From an optimization exercise on the open Yosys and OpenROAD flow, aimed at small area, a short achievable clock period and few clock cycles; shortcuts taken in it are not production practice. At most, simulation tests tie the RTL to the original design; equivalence was not proved. Power figures rest on the tool's default switching activity, not on a simulated workload.

## run 1
==> flow/design.v (excerpt) <==
module modular_reduction #(
    parameter DATA_WIDTH = 48,
    parameter Q_WIDTH    = 23
) (
    input  wire clk,
    input  wire rst_n,
    input  wire start,
    output reg  done,
    input  wire [DATA_WIDTH-1:0] data_in,
    output wire [Q_WIDTH-1:0]    data_out
);
Size: ~400 cells after synthesis, about 75 I/O pins.
clock: 5.0 ns
lec_check: 0
abc_area: 1
cap_margin: 20
core_margin: 2
core_utilization: 40
gpl_routability_driven: 0
setup_slack_margin: 0.8
slew_margin: 20
standard.sh (not shown) runs the stock make flow with config.mk's settings and CLKGATE_MAP_FILE= SYNTH_SCRIPT=/design/flow/synth_recipe.tcl, a recipe that flattens the netlist after the stock synthesis.
==> flow/flow/run.sh <==
#!/bin/bash
# Own layout flow: the standard flow with these changes.
#  - Synthesis: the standard flow's synthesis script, except that Yosys's extract_fa runs
#    only inside module fa3 (the RTL's full adder), which is kept as its own
#    module until the final flatten, so every fa3 becomes one
#    sky130_fd_sc_hd__fa_1 and all other logic is left to abc (no half adders
#    and no inverters forced around extracted adders). Everything else,
#    including the final flatten and renaming, is synth_recipe.tcl as given.
#  - If flow/abc.script exists, abc runs it instead of ORFS's abc script.
#  - Port buffers: plain sky130_fd_sc_hd__buf_1 instead of the buffer that
#    buffer_ports picks by itself (a 0.5 ns clkdlybuf4s50_1).
# Each tool's output goes to standard.log (make) and ORFS's own logs.
set -euo pipefail
W=$PWD
S="$FLOW_HOME/scripts/synth.tcl"
grep -q 'extract_fa {\*}\[dont_use_extract_fa_args\]' "$S"
grep -q '^  log_cmd abc {\*}$abc_args$' "$S"
ABC_SED=()
if [[ -f "$W/flow/abc.script" ]]; then
  ABC_SED=(-e "s#^  log_cmd abc {\*}\$abc_args\$#  lset abc_args 1 $W/flow/abc.script\n  log_cmd abc {*}\$abc_args#")
fi
sed -e 's/extract_fa {\*}\[dont_use_extract_fa_args\]/extract_fa -fa fa3/' "${ABC_SED[@]}" \
  "$S" > "$W/own_synth_body.tcl"
sed "s#source \$::env(SCRIPTS_DIR)/synth.tcl#source $W/own_synth_body.tcl#" \
  "$W/synth_recipe.tcl" > "$W/own_synth.tcl"
grep -q "own_synth_body.tcl" "$W/own_synth.tcl"
bash standard.sh "SYNTH_SCRIPT=$W/own_synth.tcl" "SYNTH_KEEP_MODULES=fa3" \
  "BUFFER_PORTS_ARGS=-buffer_cell sky130_fd_sc_hd__buf_1" finish > standard.log 2>&1
==> flow/flow/abc.script <==
&get -n
&st
&dch
&nf -a
&put
topo
stime -c
buffer -c
upsize -c
dnsize -c
Looking at the reports, run 1 completed the entire flow and the layout it produced met the timing, design-rule and antenna checks.
Testbench counts of run 1, summed over its fixed seeds: cycles 16,000.
#### Input delta (run 2 over run 1)
Settings: removing GPL_ROUTABILITY_DRIVEN (formerly 0); setting GPL_TIMING_DRIVEN to 0 for the first time.
### Flow results
The higher total instance count after detailed placement came out of run 2. As of run 2, layout net count had risen slightly compared to run 1. Run 1 has higher port buffer count than run 2. Compared to run 1, run 2 has per-cell routed wire length 3.7% lower. Against run 1 as the reference, run 2 delivers a higher area of combinational cells with multiple inputs.
Inputs modified between run 2 and run 3:
Settings: swapping 0.8 for 0.85 in SETUP_SLACK_MARGIN; clearing GPL_TIMING_DRIVEN, which used to be 0.
### Flow results
- | met1 usage | run 3 vs run 2 | 2.0 points higher |
- In the tables for run 3 and run 2, maximum fanout encountered on the critical timing path reads lower with run 3.
- Run 2 → run 3: post-cts resize count shrank by 3, sum of buffers and inverters on the critical path moved up, finished layout cell area essentially unchanged, setup slack increased 68 ps.
- Data arrival time of the critical path came out lower on run 3 than on run 2.
- Taking run 2 as the reference, in run 3 part of the total power dissipated in the clock network shrank by 0.2 points, share of the core filled with cells level.
diff inputs: run 3 => run 4
Settings: swapping 0.85 for 1.2 in SETUP_SLACK_MARGIN.
==> flow/flow/abc.script <==
&get -n
&st
&dch
&nf -a
&put
### Flow results
- Cmp run 3 and run 4 / maximum vdd ir drop / higher: run 4
- Run 4: normalized max-slew margin 0.96 points above run 3
- Compared to run 3, run 4 has synthesized cell count 6 lower.
- Run 4 against run 3; global-route wire length before repair is up slightly.
- Clock period minus worst slack down 81 ps in run 4 wrt run 3
- Diff run 3 and run 4: met3 track demand over resource in global routing higher in run 3

## build 6
modular_reduction again, from the RTL that the note above started with.
clock: 5.0 ns
lec_check: 0
abc_area: 1
cap_margin: 20
core_margin: 2
core_utilization: 40
setup_slack_margin: 0.8
slew_margin: 20
==> flow/flow/abc.script <==
strash
dch
map -a
topo
stime -c
buffer -c
upsize -c
dnsize -c
Scripts as last shown in full above: flow/flow/run.sh
Testbench counts of build 6, summed over its fixed seeds: cycles 16,000.
#### Input delta (build 89 over build 6)
==> flow/flow/abc.script <==
&get -n
&st
&dch
&nf -a
&put
Findings:
Build 89 finished all stages; the layout is clean. Going from build 6 to build 89, area fraction in and, or, nand and nor cells after synthesis has decreased, mapped cell area down 190 um^2, cell-internal power now sits higher. Measured against each other, build 6 and build 89 differ in fraction of area in multi-input gates, the lower figure coming from build 6. Compared with build 6, build 89 improves overall die area. Beginning of the critical path = data_in[15]: build 6; beginning of the critical path = data_in[24]: build 89. Build 89 ended up with a lower fill cell instance count of the final layout than build 6 did. In the tables for build 6 and build 89, clock power share reads lower with build 89. The higher overall routing resource usage of build 6 and build 89 is in build 89. Number of buffer and inverter instances along the worst setup path (build 89 over build 6): decrease, 2.
Inputs modified between build 89 and build 42:
==> flow/flow/abc.script <==
&get -n
&st
&dch
&nf -a
&put
topo
stime -c
buffer -c
upsize -c
dnsize -c
diff --git a/flow/config.mk b/flow/config.mk
--- a/flow/config.mk
+++ b/flow/config.mk
@@ -12 +12 @@
-export SETUP_SLACK_MARGIN = 0.8
+export SETUP_SLACK_MARGIN = 0.7
Findings:
- In terms of worst slack on hold paths, build 89 and build 42 differ only marginally.
- From build 89 to build 42 the numbers moved as follows: number of vias after detailed routing moved down; clock period minus final worst setup slack moved up; total sequential power moved up.
- Build 42: no failed stages, no open violations at the end
- Between build 89 and build 42, the flow reports total power decreasing by a few percent.
- | layout buffering overhead excluding clock cells | lower: build 42 |
- From build 89 to build 42 the numbers moved as follows: portion of total power attributed to combinational logic down 1.0 points; fmax down 0.56%; highest net fanout along the worst path flat.
- Synthesized instance count for build 42 is higher than for build 89.
- For the site row count, build 42 came in 3.0% higher than build 89 did.
Input changes introduced in build 66 (baseline for comparison: build 42):
==> flow/flow/abc.script <==
&get -n
&st
&dch
&nf -a
&put
topo
stime -c
buffer -c
upsize -c
dnsize -c
strash
dch
map
topo
stime -c
buffer -c
upsize -c
dnsize -c
diff --git a/flow/config.mk b/flow/config.mk
--- a/flow/config.mk
+++ b/flow/config.mk
@@ -12 +12 @@
-export SETUP_SLACK_MARGIN = 0.7
+export SETUP_SLACK_MARGIN = 0.6
--- outcome ---
~same synthesis-to-finish area growth in build 42 and build 66. Higher proportion of layout cells with a drive suffix above 1 was reported by build 42, not build 66. Build 66: sequential portion of the cell area 0.86 points below build 42. Fmax: build 66 higher than build 42. [build 66 vs build 42] fraction of met1 tracks used by global routing: higher in build 66. Relative to build 42, number of standard-cell rows in the floorplan increased by 1 in build 66.

modular_reduction again, from the RTL that the note above started with.
Settings: LEC_CHECK=0, ABC_AREA=1, CAP_MARGIN=20, CORE_MARGIN=2, CORE_UTILIZATION=40, SETUP_SLACK_MARGIN=1.0, SLEW_MARGIN=20; clock period 5.0 ns.
==> flow/flow/abc.script <==
&get -n
&st
&dch
&nf -a
&put
topo
stime -c
buffer -c
upsize -c
dnsize -c
Scripts as last shown in full above: flow/flow/run.sh
Testbench counts at the start, summed over its fixed seeds: cycles 16,000.
Change:
- SETUP_SLACK_MARGIN: 1.0 -> 0.4
What happened: Core utilization shrinks by 2.7 points. Cell count shrinks slightly. Global-route usage climbs by 0.37 points. Count of clock-buffer cells in the layout is higher by 1.
Change:
- SETUP_SLACK_MARGIN: 0.4 -> 0.8
What happened:
- sequential share of layout area is lower by 0.19 points
- worst hold slack barely changes
- cell count hardly moves
Change:
==> flow/flow/abc.script (replaced) <==
&get -n
&st
&dch
&nf -R 1000
&put
topo
stime -c
buffer -c
upsize -c
dnsize -c
The new run finished clean.
Critical path depth rose by 6.
Cell area rose by a few percent.
Worst setup slack got worse by 0.10 ns.
Final cell count rose slightly.
Combinational power rose by a little under a tenth.
Utilization rose by 4.5 points.
Maximum frequency fell by a few percent.

Another version of the RTL of modular_reduction (not shown whole).
Size in the first run: ~510 cells after synthesis, ~27 flip-flops, about 75 I/O pins, about 4500 sq um of cells after synthesis.
clock: 5.0 ns
lec_check: 0
cap_margin: 20
core_margin: 2
core_utilization: 40
setup_slack_margin: 1.0
slew_margin: 20
==> flow/flow/run.sh <==
#!/bin/bash
# Own layout flow: the standard flow (standard synthesis included), with
# plain sky130_fd_sc_hd__buf_1 cells as the port buffers instead of the
# buffer that buffer_ports picks by itself (a 0.5 ns clkdlybuf4s50_1).
set -euo pipefail
bash standard.sh "BUFFER_PORTS_ARGS=-buffer_cell sky130_fd_sc_hd__buf_1" finish > standard.log 2>&1
Testbench counts at the start, summed over its fixed seeds: cycles 16,000.
Next try:
Settings changed: SETUP_SLACK_MARGIN 1.0 to default.
The changed run completed without violations; core utilization drops by 5.5 points; critical path depth climbs by 1; count of clock-buffer cells in the layout is unchanged; setup slack is worse by 440 ps; global-route usage drops by 0.65 points; via count drops by 4.8%; fmax drops by 9.5%.
Next try:
Settings changed: SETUP_SLACK_MARGIN from default to 1.5.
The new run produced a clean layout.
Count of clock-buffer cells in the layout does not change.
Hold slack barely changes.
Critical path depth is unchanged.
Final area increases by about a fifth.
Flip-flop and latch count is unchanged.
Die area is unchanged.
Setup slack is better by 380 ps.
Clock power barely changes.
Non-clock buffer count increases by 37.
Area after synthesis does not change.
Next try:
Settings changed: SETUP_SLACK_MARGIN 1.5 to 0.6.
After rerunning: Via count decreases by 5.0%. Routed wire length drops by 5.3%. First-iteration DRC count falls by about 70%. Sequential cell count is unchanged. Global-route usage hardly moves. Clock power went up by about 3%. Core utilization goes down by 6.0 points. Final cell count drops by 3.5%. Area after synthesis does not change. Sequential power came out lower by 6.6%. Count of clock-buffer cells in the layout is unchanged.

Starting RTL as in the previous note.
clock: 5.0 ns
lec_check: 0
cap_margin: 20
core_margin: 2
core_utilization: 40
slew_margin: 20
run.sh (not shown) runs the stock make flow with config.mk's settings and CLKGATE_MAP_FILE= SYNTH_SCRIPT=/design/flow/synth_recipe.tcl, a recipe that flattens the netlist after the stock synthesis.
Stock flow here: none of the scripts above is used.
Testbench counts at the start, summed over its fixed seeds: cycles 16,000.
==> next run, changes <==
==> flow/flow/run.sh (new file) <==
#!/bin/bash
# Own layout flow: the standard flow (standard synthesis included), with
# plain sky130_fd_sc_hd__buf_1 cells as the port buffers instead of the
# buffer that buffer_ports picks by itself (a 0.5 ns clkdlybuf4s50_1).
set -euo pipefail
bash standard.sh "BUFFER_PORTS_ARGS=-buffer_cell sky130_fd_sc_hd__buf_1" finish > standard.log 2>&1
==> flow/standard.sh (new file) <==
#!/bin/bash
# synth_recipe.tcl (not shown) runs the flow's synth.tcl, then flattens the netlist and writes it again
# the make line also repeats each setting of config.mk as NAME=value (left out here)
make -C /OpenROAD-flow-scripts/flow DESIGN_CONFIG=/design/flow/config.mk WORK_HOME=/design/flow/orfs CLKGATE_MAP_FILE= SYNTH_SCRIPT=/design/flow/synth_recipe.tcl "${@:-finish}"
Settings changed: ABC_CLOCK_PERIOD_IN_PS set to 2500.
removed: flow/run.sh
Effect:
- first-iteration DRC count goes up by a quarter to a third
- final area goes down by roughly a tenth
- routed wire length goes down by a little under a tenth
- combinational power goes down by about a fifth
- power goes down by roughly a tenth
- count of clock-buffer cells in the layout is unchanged
==> next run, changes <==
Settings changed: ABC_AREA set to 1, ABC_CLOCK_PERIOD_IN_PS 2500 to not set.
The changed run completed with no timing, DRC or antenna violations.
Synthesized cell count came out higher by 21%.
Total power barely changes.
Cell area grows by 2.8%.
Die area goes up by 4.1%.
Final cell count came out higher by 14%.
Sequential cell count stays the same.

Another version of the RTL of modular_reduction (not shown whole).
For scale: about 390 cells after synthesis, ~26 flip-flops, about 75 I/O pins.
Settings: LEC_CHECK=0, ABC_AREA=1, CAP_MARGIN=20, CORE_MARGIN=2, CORE_UTILIZATION=40, SETUP_SLACK_MARGIN=0.6, SLEW_MARGIN=20; clock period 5.0 ns.
standard.sh (not shown) runs the stock make flow with config.mk's settings and CLKGATE_MAP_FILE= SYNTH_SCRIPT=/design/flow/synth_recipe.tcl, a recipe that flattens the netlist after the stock synthesis.
==> flow/flow/run.sh <==
#!/bin/bash
# Own layout flow: the standard flow with these changes.
#  - Synthesis: the standard flow's synthesis script, except that Yosys's extract_fa runs
#    only inside module fa3 (the RTL's full adder), which is kept as its own
#    module until the final flatten, so every fa3 becomes one
#    sky130_fd_sc_hd__fa_1 and all other logic is left to abc (no half adders
#    and no inverters forced around extracted adders). Everything else,
#    including the final flatten and renaming, is synth_recipe.tcl as given.
#  - If flow/abc.script exists, abc runs it instead of ORFS's abc script.
#  - Port buffers: plain sky130_fd_sc_hd__buf_1 instead of the buffer that
#    buffer_ports picks by itself (a 0.5 ns clkdlybuf4s50_1).
# Each tool's output goes to standard.log (make) and ORFS's own logs.
set -euo pipefail
W=$PWD
S="$FLOW_HOME/scripts/synth.tcl"
grep -q 'extract_fa {\*}\[dont_use_extract_fa_args\]' "$S"
grep -q '^  log_cmd abc {\*}$abc_args$' "$S"
ABC_SED=()
if [[ -f "$W/flow/abc.script" ]]; then
  ABC_SED=(-e "s#^  log_cmd abc {\*}\$abc_args\$#  lset abc_args 1 $W/flow/abc.script\n  log_cmd abc {*}\$abc_args#")
fi
sed -e 's/extract_fa {\*}\[dont_use_extract_fa_args\]/extract_fa -fa fa3/' "${ABC_SED[@]}" \
  "$S" > "$W/own_synth_body.tcl"
sed "s#source \$::env(SCRIPTS_DIR)/synth.tcl#source $W/own_synth_body.tcl#" \
  "$W/synth_recipe.tcl" > "$W/own_synth.tcl"
grep -q "own_synth_body.tcl" "$W/own_synth.tcl"
bash standard.sh "SYNTH_SCRIPT=$W/own_synth.tcl" "SYNTH_KEEP_MODULES=fa3" \
  "BUFFER_PORTS_ARGS=-buffer_cell sky130_fd_sc_hd__buf_1" finish > standard.log 2>&1
==> flow/flow/abc.script <==
&get -n
&st
&dch
&nf -a
&put
topo
stime -c
buffer -c
upsize -c
dnsize -c
Then changed:
==> flow/flow/abc.script (replaced) <==
&get -n
&st
&dch
&nf -a
&put
topo
stime -c
buffer -c
upsize -c
dnsize -c
strash
dch
map
topo
stime -c
buffer -c
upsize -c
dnsize -c
- SETUP_SLACK_MARGIN: 0.6 -> 0.8
Result: Power fell by 5.6%; worst hold slack hardly moves; die area rose by 9.9%; combinational power fell by about 8%; sequential share of layout area fell by 0.71 points; final area rose by 5.8%; synthesized cell count rose by 34%; wire length rose by 12%; setup slack gains 0.35 ns; clock-buffer cell count fell by 1.
Then changed:
==> flow/flow/abc.script (replaced) <==
&get -n
&st
&dch
&nf -a
&put
topo
stime -c
buffer -c
upsize -c
dnsize -c
Cell count falls by about 20%.
First-iteration DRC count rose by 10%.
Design area came out lower by 4.3%.
Then changed:
==> flow/flow/abc.script (replaced) <==
strash
dch
map -a
topo
stime -c
buffer -c
upsize -c
dnsize -c
The new run produced a clean layout.
Via count rises by 14%.
Core utilization falls by 2.0 points.
Global-route usage rises by 0.11 points.
No run of this note included a check of the RTL's function; only the layout flow was run.

job 101:
modular_reduction, a different RTL version from the one above (not shown whole).
Size: ~620 cells after synthesis, ~27 flip-flops, ~75 I/O pins.
clock: 5.0 ns
lec_check: 0
cap_margin: 20
core_margin: 2
core_utilization: 40
setup_slack_margin: 0.6
slew_margin: 20
==> flow/flow/run.sh <==
#!/bin/bash
# Own layout flow: the standard flow with these changes.
#  - Synthesis: the standard flow's synthesis script, except that
#    * Yosys's extract_fa runs only inside module fa3 (the RTL's full adder),
#      so every fa3 becomes one sky130_fd_sc_hd__fa_1 and all other logic is
#      left to abc (no half adders or inverters forced around adders);
#    * the modules named in flow/abc_mods.txt are kept as their own modules
#      until the final flatten, and abc maps each of them with the script
#      named beside it (scripts in flow/).
#    Everything else, including the final flatten and renaming, is
#    synth_recipe.tcl as given.
#  - Port buffers: plain sky130_fd_sc_hd__buf_1 instead of the buffer that
#    buffer_ports picks by itself (a 0.5 ns clkdlybuf4s50_1).
# make's output goes to standard.log; each ORFS step keeps its own log.
set -euo pipefail
W=$PWD
S="$FLOW_HOME/scripts/synth.tcl"
grep -q 'extract_fa {\*}\[dont_use_extract_fa_args\]' "$S"
grep -q '^  log_cmd abc {\*}$abc_args$' "$S"
MODS=""
KEEP="fa3"
ABC_TCL=""
while read -r m s; do
  [[ -z "$m" ]] && continue
  [[ -f "$W/flow/$s" ]]
  ABC_TCL+="  set a \$abc_args\\n  lset a 1 $W/flow/$s\\n  log_cmd abc {*}\$a $m\\n"
  [[ "$m" != "$FLOW_TOP" ]] && KEEP+=" $m"
done < "$W/flow/abc_mods.txt"
sed -e 's/extract_fa {\*}\[dont_use_extract_fa_args\]/extract_fa -fa fa3/' \
  -e "s#^  log_cmd abc {\*}\$abc_args\$#$ABC_TCL#" \
  "$S" > "$W/own_synth_body.tcl"
sed "s#source \$::env(SCRIPTS_DIR)/synth.tcl#source $W/own_synth_body.tcl#" \
  "$W/synth_recipe.tcl" > "$W/own_synth.tcl"
grep -q "own_synth_body.tcl" "$W/own_synth.tcl"
bash standard.sh "SYNTH_SCRIPT=$W/own_synth.tcl" "SYNTH_KEEP_MODULES=$KEEP" \
  "BUFFER_PORTS_ARGS=-buffer_cell sky130_fd_sc_hd__buf_1" finish > standard.log 2>&1
==> flow/flow/abc3.script <==
strash
dch
map -a
topo
stime -c
buffer -c
upsize -c
dnsize -c
==> flow/flow/abc8.script <==
strash
dch
map
topo
stime -c
buffer -c
upsize -c
dnsize -c
==> flow/flow/abc_mods.txt <==
cpa abc8.script
outside abc3.script
modular_reduction abc3.script
Job 101 reached the final stage; the timing, design-rule and antenna checks on its layout passed.
Changes in job 102 relative to job 101:
==> flow/flow/abc_mods.txt <==
cpa abc8.script
outside abc8.script
modular_reduction abc3.script
Notes after the runs:
Job 102 vs job 101, fraction of area in registers went down by 0.63 points.
The combinational family with the most area after synthesis comes out adder cells in one run and simple AND/OR/NAND/NOR gates in the other, namely in job 101 and job 102 respectively.
Against job 101, sum of internal, switching and leakage power in job 102 came out worse.
Job 102 against job 101: sequential power climbed about 8%; via count went up; placed instance area went up; first-iteration DRC count higher; summed area of non-filler cells in the final layout shows an increase of 300 sq um.
Library cell contributing the largest single delay on the critical path = sky130_fd_sc_hd__fa_1: job 101; library cell contributing the largest single delay on the critical path = sky130_fd_sc_hd__o22ai_2: job 102
In job 102, power share of the clock group is higher than in job 101.
Function was not checked in any run of this note: the RTL went through the layout flow alone.

static timing again, ports no longer ideal:
In the flow no input, the clock included, has a driving cell. The finished layouts below were timed again as built, in two steps. Step 1: set_driving_cell puts a clkbuf_16 on clk and a buf_2 on each other input, an assumption about the parent block. Step 2 also shifts input and output timing later by t, the mid clock arrival at the registers, as if the neighbouring blocks saw the same clock. Slacks: ideal ports / drivers / drivers and shift; pairs: ideal ports / drivers.
run	shift t [ns]	slack for setup (ns)	worst hold slack (ns)	worst setup path at the end	latest minus earliest clock arrival (ns)
run 1	0.294	0.985 / 0.967 / 0.687	0.476 / 0.468 / 0.763	input to register	0.003 / 0.003
run 2	0.302	0.937 / 0.943 / 0.641	0.470 / 0.464 / 0.766	input to register	0.010 / 0.010
run 3	0.295	1.004 / 1.004 / 0.709	0.475 / 0.467 / 0.762	input to register	0.002 / 0.002
run 4	0.301	1.085 / 1.054 / 0.840	0.467 / 0.461 / 0.762	input to register	0.006 / 0.006
build 6	0.299	0.895 / 0.884 / 0.604	0.466 / 0.461 / 0.761	input to register	0.005 / 0.005
build 89	0.295	0.940 / 0.948 / 0.652	0.475 / 0.468 / 0.764	input to register	0.003 / 0.003
build 42	0.294	0.918 / 0.924 / 0.630	0.476 / 0.468 / 0.762	input to register	0.002 / 0.002
build 66	0.294	1.007 / 1.015 / 0.721	0.479 / 0.472 / 0.766	input to register	0.008 / 0.008
the first run of note 3	0.296	1.085 / 1.074 / 0.787	0.475 / 0.467 / 0.763	input to register	0.004 / 0.004
the second run of note 3	0.296	0.867 / 0.869 / 0.573	0.473 / 0.466 / 0.762	input to register	0.004 / 0.004
the third run of note 3	0.294	0.985 / 0.967 / 0.687	0.476 / 0.468 / 0.763	input to register	0.003 / 0.003
the fourth run of note 3	0.289	0.882 / 0.868 / 0.579	0.471 / 0.467 / 0.757	input to register	0.008 / 0.007
the first run of note 4	0.305	0.791 / 0.764 / 0.498	0.455 / 0.451 / 0.756	input to register	0.004 / 0.004
the second run of note 4	0.300	0.348 / 0.350 / 0.050	0.468 / 0.464 / 0.764	input to register	0.002 / 0.002
the third run of note 4	0.296	0.732 / 0.711 / 0.415	0.467 / 0.464 / 0.760	input to register	0.005 / 0.004
the fourth run of note 4	0.309	0.679 / 0.648 / 0.396	0.453 / 0.445 / 0.754	input to register	0.011 / 0.010
the first run of note 5	0.309	0.209 / 0.190 / -0.096	0.849 / 0.840 / 1.149	input to register	0.002 / 0.002
the second run of note 5	0.300	0.348 / 0.350 / 0.050	0.468 / 0.464 / 0.764	input to register	0.002 / 0.002
the third run of note 5	0.289	0.604 / 0.565 / 0.511	0.500 / 0.485 / 0.774	input to register	0.005 / 0.006
the first run of note 6	0.298	0.692 / 0.677 / 0.379	0.473 / 0.465 / 0.763	input to register	0.004 / 0.004
the second run of note 6	0.296	1.038 / 1.047 / 0.751	0.474 / 0.466 / 0.762	input to register	0.005 / 0.004
the third run of note 6	0.296	0.856 / 0.841 / 0.545	0.480 / 0.480 / 0.776	input to register	0.011 / 0.010
the fourth run of note 6	0.300	0.893 / 0.904 / 0.604	0.474 / 0.467 / 0.767	input to register	0.009 / 0.009
job 101	0.296	1.029 / 1.022 / 0.728	0.473 / 0.466 / 0.762	input to register	0.003 / 0.003
job 102	0.286	1.017 / 0.985 / 0.734	0.494 / 0.487 / 0.773	input to register	0.006 / 0.006
Met with ideal ports but missed after step 2: setup timing in the first run of note 5. The setup slack of the third run of note 4, which loses most, moves by -0.021 ns with the drivers and by -0.317 ns with both steps.
